Source: an optimization exercise on an open RTL-to-GDS flow (aim: small area). Production flows keep margins and buffers that such runs may drop.
Function was checked by simulation only, so behaviour that the tests miss may differ from the original.
Power figures rest on the tool's default switching activity, not on a simulated workload.

[flow/design.v]
module I2C_MASTER(clk, reset, start, ready, sda_i, scl_i, sda_o, scl_o, send, datasend, sended, receive, datareceive, received);
localparam STATE_IDLE_0							= 6'd0;
localparam STATE_START_11						= 6'd11;
localparam STATE_WAIT_RESTART_12				= 6'd12;
localparam STATE_RESTART_13					= 6'd13;
localparam STATE_PREPARE_SEND_21				= 6'd21;
localparam STATE_SEND_22						= 6'd22;
localparam STATE_WAIT_ACK_31					= 6'd31;
localparam STATE_WAIT_GEN_ACK_32				= 6'd32;
localparam STATE_ACK_33							= 6'd33;
localparam STATE_PREPARE_RECEIVE_41			= 6'd41;
localparam STATE_RECEIVE_42					= 6'd42;
localparam STATE_PREPARE_STRETCH_51			= 6'd51;
localparam STATE_STRETCH_52					= 6'd52;
localparam STATE_PREPARE_STRETCH_53			= 6'd53;
localparam STATE_STRETCH_54					= 6'd54;
localparam STATE_PREPARE_STRETCH_55			= 6'd55;
localparam STATE_STRETCH_56					= 6'd56;
localparam STATE_PREPARE_STRETCH_57			= 6'd57;
localparam STATE_STRETCH_58					= 6'd58;
localparam STATE_STOP_63						= 6'd63;
localparam STATE_WAIT_START_10				= 6'd10;
localparam STATE_WAIT_GEN_ACK_ADR_34		= 6'd34;
localparam STATE_GEN_ACK_35					= 6'd35;
localparam STATE_PREPARE_RECEIVE_ADR_43	= 6'd43;
localparam STATE_RECEIVE_ADR_44				= 6'd44;
localparam STATE_WAIT_STOP_62					= 6'd62;
localparam SIXTEEN8								= 8'd15;
localparam EIGHTH8								= 8'd31;
localparam QUARTER8								= 8'd62;
localparam HALF8									= 8'd124;
localparam STRETCH_2								= 8'd2;
localparam ZERO8									= 8'd0;
localparam ONE8									= 8'd1;
localparam RAND8									= 8'h0F;
localparam COUNT_MAX4							= 4'd7;
localparam ZERO16									= 16'h0000;
input wire clk;					 
input wire reset;					 
input wire start;					 
output wire ready;				 
input wire sda_i;							 
input wire scl_i;							 
output wire sda_o;
output wire scl_o;
wire sda = sda_i;
wire scl = scl_i;
input	wire send;					 
input wire [7:0] datasend;		 
output wire sended;				 
input	wire receive;				 
output reg[7:0] datareceive;	 
output wire received;				 
reg zsda;						 
reg zscl;						 
reg rw;						 
reg ask;						 
reg waitSend;				 
reg waitReceive;			 
reg[3:0]	count;					 
reg[7:0]	delay;					 
reg[5:0] stateSda;				 
reg[5:0] stateScl;				 
reg	   stateStart;				 
reg receivedBit; 
reg lockReceived;
reg lockSended;
localparam START_IDLE_0	= 1'b0;
localparam START_1		= 1'b1;
assign sda_o = zsda;
assign scl_o = zscl;
assign ready = (stateSda == STATE_IDLE_0) ? 1'b1 : 1'b0;
assign sended 		= (lockSended) 	? 1'b1 : 1'b0;
assign received 	= (lockReceived) 	? 1'b1 : 1'b0;
always@(posedge clk)
begin
	if (!reset)
		begin
			stateStart	<= START_IDLE_0;
		end
	else
		begin
			if (start) 
				begin
					stateStart <= START_1;
				end
			else
				begin
					if (stateSda == STATE_START_11 || stateSda == STATE_RESTART_13)
						begin
							stateStart <= START_IDLE_0;
						end
				end
		end
end 
always@(posedge clk)
begin
	if (!reset)
		begin
			stateSda	<= STATE_IDLE_0;
			zsda	<= 1'b1;
			rw		<= 1'b0;
			ask	<= 1'b1;
			lockSended		<= 1'b0;
			lockReceived	<= 1'b0;
			count 			<= COUNT_MAX4;
			datareceive 	<= ZERO8;
			waitSend			<= 1'b0;
			waitReceive		<= 1'b0;
			receivedBit		<= 1'b1;
		end
	else
		begin
			case (stateSda)
			STATE_IDLE_0: begin
				if (stateStart == START_1) 
					begin
						stateSda <= STATE_START_11;
					end
				else
					begin
						stateSda <= STATE_IDLE_0;
					end
				zsda	<= 1'b1;							 
				count <= COUNT_MAX4;							 
				ask	<= 1'b1;							 
				lockSended		<= 1'b0;				 
				lockReceived	<= 1'b0;				 
				waitSend			<= 1'b0;				 
				waitReceive		<= 1'b0;				 
				receivedBit		<= 1'b1;
			end
			STATE_START_11: begin						 
				if (stateScl == STATE_START_11) 
					begin 								 
						stateSda <= STATE_PREPARE_SEND_21;
						rw	<=	datasend[0];				 
					end
				zsda	<= 1'b0;	
				lockSended		<= 1'b0;							 
				lockReceived	<= 1'b0;							 
			end	
			STATE_WAIT_RESTART_12: begin
				 if (stateScl == STATE_WAIT_RESTART_12) 
					begin
						stateSda <= STATE_RESTART_13;
					end
				zsda    <= 1'b1;
			end  
			STATE_RESTART_13: begin
				if (stateScl == STATE_RESTART_13) 
					begin 								 
						stateSda <= STATE_PREPARE_SEND_21;
						rw	<=	datasend[0];			 
					end
				zsda	<= 1'b0;
				lockSended		<= 1'b0;							 
				lockReceived	<= 1'b0;							 
			end    		
			STATE_PREPARE_SEND_21: begin			 
				if (stateScl == STATE_PREPARE_SEND_21) 
					begin 								 
						stateSda <= STATE_PREPARE_STRETCH_51;
						count <= count - 4'd1;		 
					end
				if (datasend[count] == 1)			 
					zsda	<= 1'b1;
				else
					zsda	<= 1'b0;
			end
			STATE_SEND_22: begin
				if (stateScl == STATE_SEND_22) 
					begin 											 
						if (count == 4'hF) 						 
							begin
								stateSda <= STATE_WAIT_ACK_31;	 
								waitSend<= 1'b0;						 
								waitReceive<= 1'b0;					 
								count <= COUNT_MAX4;
							end
						else
							stateSda <= STATE_PREPARE_SEND_21;  
					end
			end
			STATE_WAIT_GEN_ACK_32: begin
				if (waitSend == 1'b1 || waitReceive ==  1'b1)
						zsda	<= 1'b0;
				else
						zsda	<= 1'b1;
				lockReceived	<= 1'b1;								 
				if (send)										 
						waitSend <= 1'b1;
				if (receive)									 
						waitReceive <= 1'b1;
				if (stateScl == STATE_WAIT_GEN_ACK_32) 
					begin 										 
						stateSda <= STATE_PREPARE_STRETCH_55;
						ask	<= 1'b1;
					end
			end	
			STATE_WAIT_ACK_31: begin
				zsda	<= 1'b1;
				lockSended		<= 1'b1;									 
				if (send)										 
						waitSend <= 1'b1;							
				if (receive)									 
						waitReceive <= 1'b1;
				if (stateScl == STATE_WAIT_ACK_31) 
					begin 										 
						stateSda <= STATE_PREPARE_STRETCH_53;
						ask	<= 1'b1;	
					end
			end
			STATE_ACK_33: begin
				if (stateScl == STATE_ACK_33) 
					begin
						if (!ask) 
							begin									 
								if (stateStart == START_1) 
									begin
										stateSda <= STATE_WAIT_RESTART_12;
									end
								else
									begin
										if (rw)							 
											begin
												if (waitReceive)
													begin	
														waitReceive <= 1'b0;						 
														stateSda <= STATE_PREPARE_RECEIVE_41; 
													end
												else
													stateSda <= STATE_STOP_63;					 
											end
										else
											begin							 
												if (waitSend)
													begin	
														waitSend <= 1'b0;							 
														stateSda <= STATE_PREPARE_SEND_21;	 
													end
												else
													stateSda <= STATE_STOP_63;					 
											end
									end
							end
						else																	 
							stateSda <= STATE_STOP_63;
					end
				else
					begin
						if (sda == 0) 			 
							ask <= 1'b0;
					end
				lockSended		<= 1'b0;							 
				lockReceived	<= 1'b0;							 
			end 
			STATE_PREPARE_RECEIVE_41: begin	 
				if (stateScl == STATE_PREPARE_RECEIVE_41) 
					begin 						 
						stateSda <= STATE_PREPARE_STRETCH_57;
						receivedBit<= 1'b1;
					end
				zsda	<= 1'b1;
			end
			STATE_RECEIVE_42: begin
				if (stateScl == STATE_RECEIVE_42) 
					begin 								 
						if (count == 4'h0) 			 
							begin
								stateSda <= STATE_WAIT_GEN_ACK_32;
								waitSend<= 1'b0;						 
								waitReceive<= 1'b0;					 
								count <= COUNT_MAX4;
							end
						else
							begin
								stateSda <= STATE_PREPARE_RECEIVE_41;
								count <= count - 4'd1;
							end
						datareceive[count] <= receivedBit;
					end
				if (sda == 0) 							 
					begin
						receivedBit<= 1'b0;
					end
				zsda	<= 1'b1;
			end
			STATE_PREPARE_STRETCH_51: begin
				if (stateScl == STATE_PREPARE_STRETCH_51) 
				begin
					stateSda <= STATE_STRETCH_52;
				end
			end
			STATE_STRETCH_52: begin
				if (stateScl == STATE_PREPARE_SEND_21) 
				begin
					stateSda <= STATE_SEND_22;
				end
			end
			STATE_PREPARE_STRETCH_53: begin
				if (stateScl == STATE_PREPARE_STRETCH_53) 
				begin
					stateSda <= STATE_STRETCH_54;
				end
			end
			STATE_STRETCH_54: begin
				if (stateScl == STATE_WAIT_ACK_31) 
				begin
					stateSda <= STATE_ACK_33;
				end
			end
			STATE_PREPARE_STRETCH_55: begin
				if (stateScl == STATE_PREPARE_STRETCH_55) 
				begin
					stateSda <= STATE_STRETCH_56;
				end
			end
			STATE_STRETCH_56: begin
				if (stateScl == STATE_WAIT_GEN_ACK_32) 
				begin
					stateSda <= STATE_ACK_33;
				end
			end	
			STATE_PREPARE_STRETCH_57: begin
				if (stateScl == STATE_PREPARE_STRETCH_57) 
				begin
					stateSda <= STATE_STRETCH_58;
				end
			end
			STATE_STRETCH_58: begin
				if (stateScl == STATE_PREPARE_RECEIVE_41) 
				begin
					stateSda <= STATE_RECEIVE_42;
				end
			end
			STATE_STOP_63: begin	
				if (stateScl == STATE_IDLE_0)
					begin
						stateSda <= STATE_IDLE_0;
					end
				zsda	<= 1'b0;
			end
			endcase
		end
end
always@(negedge clk)
begin
	if (!reset)
		begin
			zscl	<= 1'b1;
			stateScl <= STATE_IDLE_0;
			delay <= ZERO8;
		end
	else
		begin
			case (stateSda)
			STATE_IDLE_0: begin
				zscl	<= 1'b1;
				stateScl <= STATE_IDLE_0;
				delay <= ZERO8;
			end
			STATE_START_11: begin
				if (delay == HALF8+QUARTER8) 
					begin  
						stateScl <= STATE_START_11;
						delay <= QUARTER8;
					end
				else 
					delay <= delay + ONE8;
				if (delay < HALF8)
					zscl	<= 1'b1;
				else
					zscl	<= 1'b0;
			end
			STATE_WAIT_RESTART_12: begin
				if (delay == HALF8) 
					begin 
						stateScl <= STATE_WAIT_RESTART_12;
						delay <= ZERO8;
					end
				else
					delay <= delay + ONE8;
				if (delay < QUARTER8)
					zscl	<= 1'b0;
				else
					zscl	<= 1'b1;
			end
			STATE_RESTART_13: begin
				if (delay == HALF8) 
					begin 
						stateScl <= STATE_RESTART_13;
						delay <= QUARTER8;
					end
				else
					delay <= delay + ONE8;
				if (delay < QUARTER8)
					zscl	<= 1'b1;
				else
					zscl	<= 1'b0;
			end
			STATE_STOP_63: begin
				if (delay == HALF8+HALF8) 
					begin 
						stateScl <= STATE_IDLE_0;
						delay <= ZERO8;
					end
				else
					delay <= delay + ONE8;
				if (delay < HALF8)
					zscl	<= 1'b0;
				else
					zscl	<= 1'b1;
			end
			STATE_PREPARE_SEND_21: begin
				if (delay == HALF8-STRETCH_2)
					begin 
						stateScl <= STATE_PREPARE_SEND_21;
						delay <= ZERO8;
					end
				else
					delay <= delay + ONE8;
				zscl	<= 1'b0;
			end
			STATE_WAIT_GEN_ACK_32: begin
				if (delay == HALF8-STRETCH_2) 
					begin 
						stateScl <= STATE_WAIT_GEN_ACK_32;
						delay <= ZERO8;
					end
				else
					delay <= delay + ONE8;
				zscl	<= 1'b0;
			end
			STATE_WAIT_ACK_31: begin
				if (delay == HALF8-STRETCH_2) 
					begin 
						stateScl <= STATE_WAIT_ACK_31;
						delay <= ZERO8;
					end
				else
					delay <= delay + ONE8;
				zscl	<= 1'b0;
			end
			STATE_PREPARE_RECEIVE_41: begin
				if (delay == HALF8-STRETCH_2)
					begin 
						stateScl <= STATE_PREPARE_RECEIVE_41;
						delay <= ZERO8;
					end
				else
					delay <= delay + ONE8;
				zscl	<= 1'b0;
			end
			STATE_SEND_22: begin
				if (delay == HALF8) 
					begin 
						stateScl <= STATE_SEND_22;
						delay <= ZERO8;
					end
				else
					delay <= delay + ONE8;
				zscl	<= 1'b1;
			end
			STATE_ACK_33: begin
				if (delay == HALF8) 
					begin 
						stateScl <= STATE_ACK_33;
						delay <= ZERO8;
					end
				else
					delay <= delay + ONE8;
				zscl	<= 1'b1;
			end
			STATE_RECEIVE_42: begin
				if (delay == HALF8) 
					begin 
						stateScl <= STATE_RECEIVE_42;
						delay <= ZERO8;
					end
				else
					delay <= delay + ONE8;
				zscl	<= 1'b1;
			end
			STATE_PREPARE_STRETCH_51: begin
				stateScl <= STATE_PREPARE_STRETCH_51;
				zscl	<= 1'b1;
			end
			STATE_STRETCH_52: begin
				if (scl == 1'b1) 
					begin
						stateScl <= STATE_PREPARE_SEND_21;
					end
			end
			STATE_PREPARE_STRETCH_53: begin
				stateScl <= STATE_PREPARE_STRETCH_53;
				zscl	<= 1'b1;
			end
			STATE_STRETCH_54: begin
				if (scl == 1'b1) 
					begin
						stateScl <= STATE_WAIT_ACK_31;
					end
			end
			STATE_PREPARE_STRETCH_55: begin
				stateScl <= STATE_PREPARE_STRETCH_55;
				zscl	<= 1'b1;
			end
			STATE_STRETCH_56: begin
				if (scl == 1'b1) 
					begin
						stateScl <= STATE_WAIT_GEN_ACK_32;
					end
			end
			STATE_PREPARE_STRETCH_57: begin
				stateScl <= STATE_PREPARE_STRETCH_57;
				zscl	<= 1'b1;
			end
			STATE_STRETCH_58: begin
				if (scl == 1'b1) 
					begin
						stateScl <= STATE_PREPARE_RECEIVE_41;
					end
			end
			endcase
		end
end
endmodule
module I2C_SLAVE(
clk, reset, sda_i, scl_i, sda_o, scl_o, address, datasend, sended, datareceive, received
);
localparam STATE_IDLE_0							= 6'd0;
localparam STATE_START_11						= 6'd11;
localparam STATE_WAIT_RESTART_12				= 6'd12;
localparam STATE_RESTART_13					= 6'd13;
localparam STATE_PREPARE_SEND_21				= 6'd21;
localparam STATE_SEND_22						= 6'd22;
localparam STATE_WAIT_ACK_31					= 6'd31;
localparam STATE_WAIT_GEN_ACK_32				= 6'd32;
localparam STATE_ACK_33							= 6'd33;
localparam STATE_PREPARE_RECEIVE_41			= 6'd41;
localparam STATE_RECEIVE_42					= 6'd42;
localparam STATE_PREPARE_STRETCH_51			= 6'd51;
localparam STATE_STRETCH_52					= 6'd52;
localparam STATE_PREPARE_STRETCH_53			= 6'd53;
localparam STATE_STRETCH_54					= 6'd54;
localparam STATE_PREPARE_STRETCH_55			= 6'd55;
localparam STATE_STRETCH_56					= 6'd56;
localparam STATE_PREPARE_STRETCH_57			= 6'd57;
localparam STATE_STRETCH_58					= 6'd58;
localparam STATE_STOP_63						= 6'd63;
localparam STATE_WAIT_START_10				= 6'd10;
localparam STATE_WAIT_GEN_ACK_ADR_34		= 6'd34;
localparam STATE_GEN_ACK_35					= 6'd35;
localparam STATE_PREPARE_RECEIVE_ADR_43	= 6'd43;
localparam STATE_RECEIVE_ADR_44				= 6'd44;
localparam STATE_WAIT_STOP_62					= 6'd62;
localparam SIXTEEN8								= 8'd15;
localparam EIGHTH8								= 8'd31;
localparam QUARTER8								= 8'd62;
localparam HALF8									= 8'd124;
localparam STRETCH_2								= 8'd2;
localparam ZERO8									= 8'd0;
localparam ONE8									= 8'd1;
localparam RAND8									= 8'h0F;
localparam COUNT_MAX4							= 4'd7;
localparam ZERO16									= 16'h0000;
input wire clk;					 
input wire reset;					 
input wire sda_i;							 
input wire scl_i;							 
output wire sda_o;
output wire scl_o;
wire sda = sda_i;
wire scl = scl_i;
input	wire[6:0] address;
input  wire[7:0] datasend;		 
output wire sended;				 
output reg[7:0] datareceive;	 
output wire received;			 
reg zsda;					 
reg zscl;					 
reg rw;					 
reg[3:0]	count;					 
reg[5:0] stateSda;				 
reg[5:0] stateScl;				 
reg[7:0] delay; 		
reg[5:0] stateFSM;				 
wire topSda;
wire middleSda;
wire bottomSda;
wire topScl;
wire bottomScl;
reg lastScl;
reg lockReceived;
reg lockSended;
reg ack;
reg [3:0]syncSda;
reg [2:0]syncScl;
assign sda_o = zsda;
assign scl_o = zscl;
assign sended 		= (lockSended) 	? 1'b0 : 1'b1;
assign received 	= (lockReceived) 	? 1'b0 : 1'b1;
always @(posedge clk)
begin
	if (!reset)
		begin
			syncSda <= 4'b1111;
		end
	else
		begin
			syncSda <= { syncSda[2], syncSda[1], syncSda[0],  sda };
		end
end
assign bottomSda = syncSda[1];
assign middleSda = syncSda[2];
assign topSda = syncSda[3];
always @(posedge clk)
begin
	if (!reset)
		begin
			syncScl <= 3'b111;
		end
	else
		begin
			syncScl <= { syncScl[1], syncScl[0],  scl };
		end
end
assign bottomScl = syncScl[1];
assign topScl = syncScl[2];
always@(negedge clk)
begin
	if (!reset)
		begin
			stateFSM <= STATE_IDLE_0;
			delay <= ZERO8;
		end
	else
		begin
			case (stateFSM)
				STATE_IDLE_0:begin		
					if (zsda)		 
						begin
							case ({middleSda,bottomSda,scl})	
							3'b101:begin 
										stateFSM <= STATE_WAIT_START_10;
									 end
							3'b011:begin 
										 if (stateSda!=STATE_PREPARE_SEND_21) 
											begin
												stateFSM <= STATE_STOP_63;		
											end
									 end		 
							endcase
						end
					delay <= ZERO8;
				end
				STATE_WAIT_START_10:begin	
					if ({topSda,middleSda,scl} == 3'b001)
						begin
							stateFSM <= STATE_START_11;								
						end	
					else
						begin
								if(delay == EIGHTH8)
									begin
										stateFSM <= STATE_IDLE_0;
									end
						end
					delay <= delay + ONE8;
				end				
				STATE_START_11,
				STATE_STOP_63:begin
					stateFSM <= STATE_IDLE_0;
				end
			endcase	
		end
end
always@(posedge clk)
begin
if (!reset)
	begin
		stateSda	<= STATE_IDLE_0;
		zsda	<= 1'b1;			
		datareceive <= ZERO8;
		lockReceived	<= 1'b1;	
		lockSended	<= 1'b1;	
		count <= COUNT_MAX4;
		ack	<= 1'b1;
	end
else
	begin
		if (stateFSM == STATE_START_11)
			begin
				stateSda <= STATE_PREPARE_RECEIVE_ADR_43;
				zsda	<= 1'b1;
				count <= COUNT_MAX4;
			end
		else
			begin
				case (stateSda)
					STATE_IDLE_0: begin							 
						zsda	<= 1'b1;		
						datareceive <= ZERO8;				
					end
					STATE_PREPARE_RECEIVE_41: begin
							if (stateScl == STATE_RECEIVE_42) 
								begin
									stateSda <= STATE_RECEIVE_42;	
								end				
							zsda	<= 1'b1;
							lockReceived	<= 1'b1;
							lockSended	<= 1'b1;							
					end
					STATE_PREPARE_RECEIVE_ADR_43: begin
							if (stateScl == STATE_RECEIVE_ADR_44) 
								begin
									stateSda <= STATE_RECEIVE_ADR_44;	
								end					
							zsda	<= 1'b1;
							lockReceived	<= 1'b1;
							lockSended	<= 1'b1;							
					end										
					STATE_RECEIVE_42: begin						 
							datareceive[count] <= (topSda == 0) ? 1'b0: 1'b1;	
							if (stateScl == STATE_PREPARE_RECEIVE_41) 	
								begin
									if (count == 4'h0) 
										begin
											stateSda<= STATE_WAIT_GEN_ACK_32;
											count <= COUNT_MAX4;
										end
									else
										begin
											stateSda<= STATE_PREPARE_RECEIVE_41;
											count <= count - 4'd1;
										end
								end							
					end					
					STATE_RECEIVE_ADR_44: begin						 
							datareceive[count] <= (topSda == 0) ? 1'b0: 1'b1;	
							if (stateScl == STATE_PREPARE_RECEIVE_ADR_43) 	
								begin
									if (count == 4'h0) 
										begin
											stateSda<= STATE_WAIT_GEN_ACK_ADR_34;
											count <= COUNT_MAX4;
										end
									else
										begin
											stateSda<= STATE_PREPARE_RECEIVE_ADR_43;
											count <= count - 4'd1;
										end
								end		
					end
					STATE_PREPARE_SEND_21: begin
						if (stateScl == STATE_SEND_22) 
							begin
								stateSda <= STATE_SEND_22;
							end
						else
							begin
								lockReceived	<= 1'b1;
								lockSended	<= 1'b1;
								zsda <= datasend[count] ? 1'b1: 1'b0;
							end
					end
					STATE_SEND_22: begin
						if (stateScl == STATE_PREPARE_SEND_21) 
							begin
								if (count == 4'h0) 			
									begin
										stateSda<=STATE_WAIT_ACK_31;
										count <= COUNT_MAX4;
									end
								else
									begin
										stateSda<=STATE_PREPARE_SEND_21;
										count <= count - 4'd1;
									end
							end
					end
					STATE_WAIT_GEN_ACK_ADR_34: begin  			 
								if (stateScl == STATE_GEN_ACK_35)
								begin
									stateSda <= (datareceive[7:1] == address) ? STATE_GEN_ACK_35:STATE_IDLE_0;
									rw <= datareceive[0];
								end
								zsda	<= 1'b0;	
								count <= COUNT_MAX4;								
					end
					STATE_WAIT_GEN_ACK_32: begin  			
							if (stateScl == STATE_GEN_ACK_35)
								begin
									stateSda <= STATE_GEN_ACK_35;
									rw <= datareceive[0];
								end
							lockReceived	<= 1'b0;
							zsda	<= 1'b0;
					end
					STATE_GEN_ACK_35: begin	
							if (stateScl == STATE_PREPARE_RECEIVE_41 || stateScl == STATE_PREPARE_SEND_21)
								begin
									stateSda <= (rw) ? STATE_PREPARE_SEND_21:STATE_PREPARE_RECEIVE_41;							
								end
								zsda	<= 1'b0;	
					end	
					STATE_WAIT_ACK_31: begin					 
							if (stateScl == STATE_WAIT_ACK_31) 
								begin
									stateSda <= STATE_ACK_33;
									ack	<= 1'b1;							
								end
							else
								begin
									zsda <= 1'b1;
									lockSended	<= 1'b0;
								end
					end
					STATE_ACK_33: begin	
						if (stateScl == STATE_ACK_33) 	 
							begin							
								stateSda <= (ack == 1'b0) ? STATE_PREPARE_SEND_21: STATE_STOP_63;
							end
						else
							begin
								if (topSda == 0)
								begin
									ack	<= 1'b0;
								end
							end
					end
					STATE_STOP_63: begin	
						if (stateFSM == STATE_STOP_63) 	 
							begin							
								stateSda <= STATE_IDLE_0;
							end
						else
							begin
								lockReceived	<= 1'b1;
								lockSended	<= 1'b1;
							end
					end
				endcase
		end
	end
end
always@(negedge clk)
begin
	if (!reset)
		begin
			stateScl <= STATE_IDLE_0;
			zscl	<= 1'b1;
		end
	else
		begin
			case (stateSda)		
				STATE_IDLE_0: begin
					stateScl <= STATE_IDLE_0;
				end
				STATE_PREPARE_RECEIVE_ADR_43: begin
					if ({topScl,bottomScl} == 2'b01)
						begin
							stateScl <= STATE_RECEIVE_ADR_44;
						end					
				end
				STATE_RECEIVE_ADR_44: begin
					if ({topScl,bottomScl} == 2'b10)
						begin
							stateScl <= STATE_PREPARE_RECEIVE_ADR_43;
						end
				end	
				STATE_PREPARE_RECEIVE_41: begin	
					if ({topScl,bottomScl} == 2'b01)
						begin
							stateScl <= STATE_RECEIVE_42;
						end		
				end	
				STATE_RECEIVE_42: begin	
					if ({topScl,bottomScl} == 2'b10)
						begin
							stateScl <= STATE_PREPARE_RECEIVE_41;
						end			
				end
				STATE_PREPARE_SEND_21: begin	
					if ({topScl,bottomScl} == 2'b01)
						begin
							stateScl <= STATE_SEND_22;
						end					
				end	
				STATE_SEND_22: begin
					if ({topScl,bottomScl} == 2'b10)
						begin
							stateScl <= STATE_PREPARE_SEND_21;
						end
				end
				STATE_WAIT_GEN_ACK_ADR_34,
				STATE_WAIT_GEN_ACK_32: begin
					if ({topScl,bottomScl} == 2'b01)
						begin
							stateScl <= STATE_GEN_ACK_35;
						end
				end
				STATE_GEN_ACK_35: begin	
					if ({topScl,bottomScl} == 2'b10)
						begin
							stateScl <= (rw) ? STATE_PREPARE_SEND_21:STATE_PREPARE_RECEIVE_41;
						end
				end
				STATE_WAIT_ACK_31: begin
					if ({topScl,bottomScl} == 2'b01)
						begin
							stateScl <= STATE_WAIT_ACK_31;
						end
				end
				STATE_ACK_33: begin
					if ({topScl,bottomScl} == 2'b10)
						begin
							stateScl <= STATE_ACK_33;
						end						
				end
			endcase	
		end
end
endmodule
module SLAVE_DRIVER(
clk, reset, address, datasend, sended, datareceive, received
);
localparam STATE_IDLE_0						= 4'd0;
localparam STATE_RECEIVE_2					= 4'd2;
localparam STATE_SEND_4						= 4'd4;
localparam STATE_WAIT_STOP_6				= 4'd6;
localparam STATE_STOP_7 					= 4'd7;
localparam STATE_GET_CHIP_ID_8			= 4'd8;
localparam STATE_GET_INT_16_HIGH_9		= 4'd9;
localparam STATE_GET_INT_16_LOW_10		= 4'd10;
localparam SLAVE_ADDRESS						= 7'h75;
localparam SLAVE_ADDRESS_CHIP_ID				= 8'hD0;
localparam SLAVE_CHIP_ID						= 8'h81;
localparam SLAVE_ADDRESS_GET_INT_16			= 8'h16;
localparam SLAVE_ADDRESS_HIGH_INT_16		= 8'hAF;
localparam SLAVE_ADDRESS_LOW_INT_16			= 8'hA5;
localparam STATE_IDLE_10					= 6'd10;
localparam STATE_GET_ID_11					= 6'd11;
localparam STATE_WAIT_READY_12			= 6'd12;
localparam STATE_START_DATA_SEND_20		= 6'd20;
localparam STATE_START_PREPARE_SEND_21	= 6'd21;
localparam STATE_UNLOCK_DATA_SEND_22	= 6'd22;
localparam STATE_PREPARE_SEND_23			= 6'd23;
localparam STATE_SEND_24					= 6'd24;
localparam STATE_GEN_SEND_25				= 6'd25;
localparam STATE_PREPARE_SEND_TO_GET_30= 6'd30;
localparam STATE_SEND_TO_GET_31			= 6'd31;
localparam STATE_GEN_RECEIVE_32			= 6'd32;
localparam STATE_PREPARE_GET_40			= 6'd40;
localparam STATE_GET_41						= 6'd41;
localparam STATE_GEN_RECEIVE_42			= 6'd42;
localparam STATE_END_43						= 6'd43;
localparam STATE_PREPARE_SHOW_61			= 6'd61;
localparam STATE_SHOW_62					= 6'd62;
localparam STATE_SHOW_END_63				= 6'd63;
localparam ZERO8									= 8'd0;
localparam ONE8									= 8'd1;
localparam RAND8									= 8'h0F;
localparam COUNT_MAX4							= 4'd7;
localparam ZERO16									= 16'h0000;
input wire clk;					 
input wire reset;					 
output reg[7:0] datasend;		
input	wire sended;				
input wire[7:0] datareceive;	
input	wire received;				
output wire[6:0] address;
assign address = SLAVE_ADDRESS; 		 
reg[2:0] stateFSM;				 
reg[3:0] stateDRIVER;	
reg[3:0] lastStateDRIVER;
reg lastReceived;
reg lastSended;
always@(negedge clk)
begin
	if (!reset)
		begin
			lastReceived <= 1'b0;
			lastSended	<= 1'b0;
			stateFSM <= STATE_IDLE_0;
		end
	else
		begin
			case (stateFSM)
				STATE_IDLE_0:begin
					case ({lastReceived,received,lastSended,sended})	
					4'b0100:begin 
								stateFSM <= STATE_RECEIVE_2;
							 end
					4'b0001:begin 
								stateFSM <= STATE_SEND_4;		
							 end	 
					endcase
				end
				STATE_RECEIVE_2,
				STATE_SEND_4:begin
					stateFSM <= STATE_WAIT_STOP_6;
				end
				STATE_WAIT_STOP_6:begin
					if (4'b0000 == {lastReceived,received,lastSended,sended})
						stateFSM <= STATE_IDLE_0;
				end
			endcase	
			lastReceived <= received;				
			lastSended <= sended;	
		end
end
always@(posedge clk)
begin
	if (!reset)
		begin
			datasend<=ZERO8;
			stateDRIVER<=STATE_IDLE_0;
			lastStateDRIVER<=STATE_IDLE_0;
		end
	else
		begin
			case (stateDRIVER)
				STATE_IDLE_0:begin
					stateDRIVER <= (stateFSM == STATE_RECEIVE_2)?STATE_RECEIVE_2:(stateFSM == STATE_SEND_4)?STATE_SEND_4:STATE_IDLE_0;
				end
				STATE_RECEIVE_2:begin
					case (datareceive)
						SLAVE_ADDRESS_CHIP_ID:begin
							stateDRIVER <= STATE_GET_CHIP_ID_8;						
						end
						SLAVE_ADDRESS_GET_INT_16:begin
							stateDRIVER <= STATE_GET_INT_16_LOW_10;						
						end
						default:begin
							stateDRIVER <= STATE_STOP_7;
							lastStateDRIVER<=STATE_IDLE_0;
							datasend<=ZERO8;
						end
					endcase
				end
				STATE_SEND_4:begin
					case (lastStateDRIVER)
						STATE_GET_INT_16_LOW_10:begin
							stateDRIVER <= STATE_GET_INT_16_HIGH_9;						
						end
						default:begin
							stateDRIVER <= STATE_STOP_7;
						end
					endcase
				end
				STATE_STOP_7:begin
					stateDRIVER <= STATE_IDLE_0;
				end
				STATE_GET_CHIP_ID_8:begin				
					datasend<=SLAVE_CHIP_ID;
					stateDRIVER <= STATE_STOP_7;
				end
				STATE_GET_INT_16_LOW_10:begin				
					datasend<=SLAVE_ADDRESS_LOW_INT_16;
					lastStateDRIVER<= STATE_GET_INT_16_LOW_10;
					stateDRIVER <= STATE_STOP_7;
				end
				STATE_GET_INT_16_HIGH_9:begin				
					datasend<=SLAVE_ADDRESS_HIGH_INT_16;
					lastStateDRIVER<= STATE_IDLE_0;
					stateDRIVER <= STATE_STOP_7;
				end
			endcase
		end
end
endmodule
module I2C_MASTER_SLAVE(
	clk,
	reset,
	start,
	ready,
	send,
	datasend,
	sended,
	receive,
	datareceive,
	received,
	sda_i,
	scl_i,
	sda_o,
	scl_o
);
input	wire clk;
input	wire reset;
input	wire start;
output	wire ready;
input	wire send;
input	wire [7:0] datasend;
output	wire sended;
input	wire receive;
output	wire [7:0] datareceive;
output	wire received;
input	wire sda_i;
input	wire scl_i;
output	wire sda_o;
output	wire scl_o;
wire m_sda_o;
wire m_scl_o;
wire s_sda_o;
wire s_scl_o;
assign sda_o = m_sda_o & s_sda_o;
assign scl_o = m_scl_o & s_scl_o;
wire sda = sda_o & sda_i;
wire scl = scl_o & scl_i;
wire [6:0] address;
wire [7:0] slv_datasend;
wire slv_sended;
wire [7:0] slv_datareceive;
wire slv_received;
I2C_MASTER I2C_MASTER(
	.clk(clk),
	.reset(reset),
	.start(start),
	.ready(ready),
	.sda_i(sda),
	.scl_i(scl),
	.sda_o(m_sda_o),
	.scl_o(m_scl_o),
	.send(send),
	.datasend(datasend),
	.sended(sended),
	.receive(receive),
	.datareceive(datareceive),
	.received(received)
);
I2C_SLAVE I2C_SLAVE(
	.clk(clk),
	.reset(reset),
	.sda_i(sda),
	.scl_i(scl),
	.sda_o(s_sda_o),
	.scl_o(s_scl_o),
	.address(address),
	.datasend(slv_datasend),
	.sended(slv_sended),
	.datareceive(slv_datareceive),
	.received(slv_received)
);
SLAVE_DRIVER SLAVE_DRIVER(
	.clk(clk),
	.reset(reset),
	.address(address),
	.datasend(slv_datasend),
	.sended(slv_sended),
	.datareceive(slv_datareceive),
	.received(slv_received)
);
endmodule
[flow/config.mk]
export PLATFORM = sky130hd
export DESIGN_NAME = I2C_MASTER_SLAVE
export DESIGN_NICKNAME = I2C_MASTER_SLAVE
export VERILOG_FILES = /design/flow/design.v
export SDC_FILE = /design/flow/constraint.sdc
export NUM_CORES = 4
export LEC_CHECK = 0
export CAP_MARGIN = 20
export CORE_MARGIN = 2
export CORE_UTILIZATION = 40
export PLACE_DENSITY = 0.6
export SLEW_MARGIN = 20
[flow/constraint.sdc]
create_clock -name core_clock -period 10.0 [get_ports {clk}]
set_input_delay 2.0000 -clock core_clock [delete_from_list [all_inputs] [get_ports {clk}]]
set_output_delay 2.0000 -clock core_clock [all_outputs]
set_load 0.01 [all_outputs]
[flow/run.sh]
#!/bin/bash
# synth_recipe.tcl (not shown) runs the flow's synth.tcl, then flattens the netlist and writes it again
# the make line also repeats each setting of config.mk as NAME=value (left out here)
make -C /OpenROAD-flow-scripts/flow DESIGN_CONFIG=/design/flow/config.mk WORK_HOME=/design/flow/orfs CLKGATE_MAP_FILE= SYNTH_SCRIPT=/design/flow/synth_recipe.tcl finish
==> summary.txt <==
==> power breakdown <==
part           total (mW)  switching [mW]  internal (mW)
combinational       0.800           0.504          0.296
clock               0.404           0.208          0.196
sequential          0.543          0.0956          0.447
==> sequential cells by signal, summed over array words and instances (netlist names), 2 cells and up <==
signal / flops
I2C_SLAVE.syncSda: 4
I2C_SLAVE.count: 4
I2C_SLAVE.stateScl: 6
I2C_MASTER.count: 4
I2C_SLAVE.delay: 8
I2C_MASTER.datareceive: 8
I2C_MASTER.delay: 8
SLAVE_DRIVER.stateDRIVER: 4
I2C_SLAVE.stateFSM: 3
I2C_SLAVE.stateSda: 6
SLAVE_DRIVER.stateFSM: 2
I2C_SLAVE.syncScl: 3
I2C_MASTER.stateScl: 6
SLAVE_DRIVER.datasend: 3
I2C_SLAVE.datareceive: 8
I2C_MASTER.stateSda: 6
==> layout by cell type (no fill, tap or decap), drive strengths merged, types with 11 or more instances in the layout <==
| cell | instances |
|---|---|
| and2 | 12 |
| o211ai | 20 |
| ha | 19 |
| a211oi | 23 |
| mux2i | 11 |
| nor2 | 118 |
| o21ai | 72 |
| nand2 | 108 |
| clkdlybuf4s50 | 27 |
| nor2b | 26 |
| nand3 | 43 |
| and3 | 12 |
| nor3 | 41 |
| xnor2 | 12 |
| dfxtp | 100 |
| a22oi | 11 |
| inv | 62 |
| buf | 14 |
| a21oi | 81 |
| nand4 | 21 |
| nand2b | 29 |
==> metrics by stage <==
step	total power, mW	std cells	instance area, um2
3_5_place_dp	1.35	1299	8180
4_1_cts	1.74	1350	8590
5_1_grt	1.87	1350	8590
2_1_floorplan	1.18	1074	7870
3_3_place_gp	1.35	1299	8180
6_report	1.75	1350	8590
==> worst paths after layout <==
path | depth (start not counted) | slack, ns | start | end
setup reg to reg | 8 | 1.84 | I2C_MASTER.stateSda[4]$_SDFFE_PN0P_ | I2C_MASTER.stateScl[3]$_SDFFE_NN0P_
hold / removal | 1 | 0.41 | I2C_SLAVE.syncSda[0]$_SDFF_PN1_ | I2C_SLAVE.syncSda[1]$_SDFF_PN1_
setup / recovery | 1 | 1.57 | I2C_MASTER.zscl$_SDFFE_NN1P_ | scl_o
hold reg to reg | 1 | 0.41 | I2C_SLAVE.syncSda[0]$_SDFF_PN1_ | I2C_SLAVE.syncSda[1]$_SDFF_PN1_
==> worst reg2reg max path, stage by stage (launching register included) <==
cell	delay, ns
dfxtp_1	0.96
buf_4	0.32
nor2b_1	0.11
nand3_1	0.25
o211ai_1	0.27
o21ai_1	0.29
nand4_1	0.42
a211oi_1	0.34
a211oi_1	0.08
==> routing by layer <==
metal | GRT usage (%) | vias to the layer above | part of all wire [%]
met4 | 7.56 | 0 | 2.3
met1 | 31.6 | 3810 | 47
met3 | 4.01 | 46 | 6.4
met5 | 0 | - | 0
met2 | 35.1 | 355 | 44
li1 | - | 3980 | -
==> logic make-up after synthesis <==
family                     Yosys count  share of synthesized area (%)
DFF                                101                           25.8
AOI/OAI and AO/OA                  321                           27.3
buffers and inverters              106                           6.26
muxes                               16                           2.40
xor gates and xnor gates            17                           1.89
and+or+nand+nor                    494                           33.3
adders and majority gates           19                           3.02
==> cell type report <==
type	instances	share of cell area, %
timing repair buffer	41	4.37
clock inverter	42	2.04
clock buffer	10	2.78
tap	265	3.86
sequential	101	23.7
multi-input combinational	867	62.2
inverter	24	1.05
==> results.yml <==
grt:
  grt_pass1_wl_um: 37900
  track_usage_pct: 22.6
  grt.overflow.total: 0
  grt_max_degree: 45
  grt_pass1_vias: 7378
  antenna_found_initial: 0
cells_and_area:
  nFillCells: 2036
  nets: 1114
  utilization_pct: 44.3
  multi_input_area_um2: 5350
  syn_to_final_growth_pct: 9.12
  drive_gt1_share_pct: 7.28
  seqCellArea_um2: 2030
  n_antenna_cell: 0
worst_setup_path:
  cp_max_fo: 5
  crit_chain: "clkdlybuf4s50_1"
  arrival_ns: 6.43
  cp-end-kind: "output port"
  required_ns: 8.00
  max_stage_delay_ns: 0.58
  crit_type: "flip-flop to output port"
  crit_slowest_cell: "clkdlybuf4s50_1"
  cp-start-kind: "flip-flop"
  path_buf_inv: 1
  critPathTopFamily: "buffers and inverters"
sta:
  maxSlewHeadroom_pct: 35.6
  setup_viol: 0
  drv_slew: 0
  hold_slack_ns: 0.415
  hold_violations: 0
  setup_tns_ns: 0
  clock_skew_ns: 0.0672
  fin_ws_ns: 1.57
  grt_setup_unrepaired: "false"
  worst_slew_pin_slew_ns: 0.964
clocking:
  cts_buffer_depth: 2
  cts_tree: "done"
  cts_sinks: 101
  cts-htree-levels: 3
  cts.repair.resized: 0
  post-cts-setup-buffers: 0
  path_clk_slew_ns: 0.08
  insertion_delay_ns: 0.42
  cts_hold_buffers: 0
  cts_buffers: 9
  root_buffer: "clkbuf_16"
logic_synthesis:
  post-synth-top-area-cell: "dfxtp_1"
  yosysMostFrequentCell: "nor2_1"
  syn-instance-count: 1074
  synth_edf_count: 1
  synthDistinctLibCells: 101
  async_flop_share_pct: 0
  synth-seq-area-share_pct: 25.8
  netlist_area_um2: 7870
  synth_nets: 1108
  yosysWarnings: 3
  ys_top_cells_by_area: "dfxtp_1, nor2_1, a21oi_1, nand2_1, o21ai_0"
  syn_area_per_cell_um2: 7.33
  synthFlopType: "dfxtp_1"
  synth_seq_cells: 101
  synth_top_area_share_pct: 25.4
  synth_common_cells: "nor2_1, nand2_1, dfxtp_1, a21oi_1, o21ai_0"
place:
  preCtsSetupSlack_ns: 1.22
  hpwl_um: 16800
  io_buffer_count: 27
  place.gp.congestion: 0.972
floorplan:
  die_x_um: 144
  die-area_um2: 20800
  core-area_um2: 19400
  rows: 51
  die_y_um: 144
  start_util_pct: 40.6
  num_io_pins: 28
power:
  power.leakage_nw: 3.12
  p_per_area_nw_per_um2: 203
  ir_drop_mv: 0.149
route:
  firstDrtPassIters: 6
  wl_per_cell_um: 17.3
  routed_wl_um: 23300
  via_per_inst: 6.07
  drtIter0Drc: 948
  num_vias: 8191
  drc_errors: 0
  ant_nets: 0
status:
  status: "timing/DRC/antenna clean"
flow_run:
  drv_cap: 0
hold_path:
  min_path_type: "flip-flop to flip-flop"
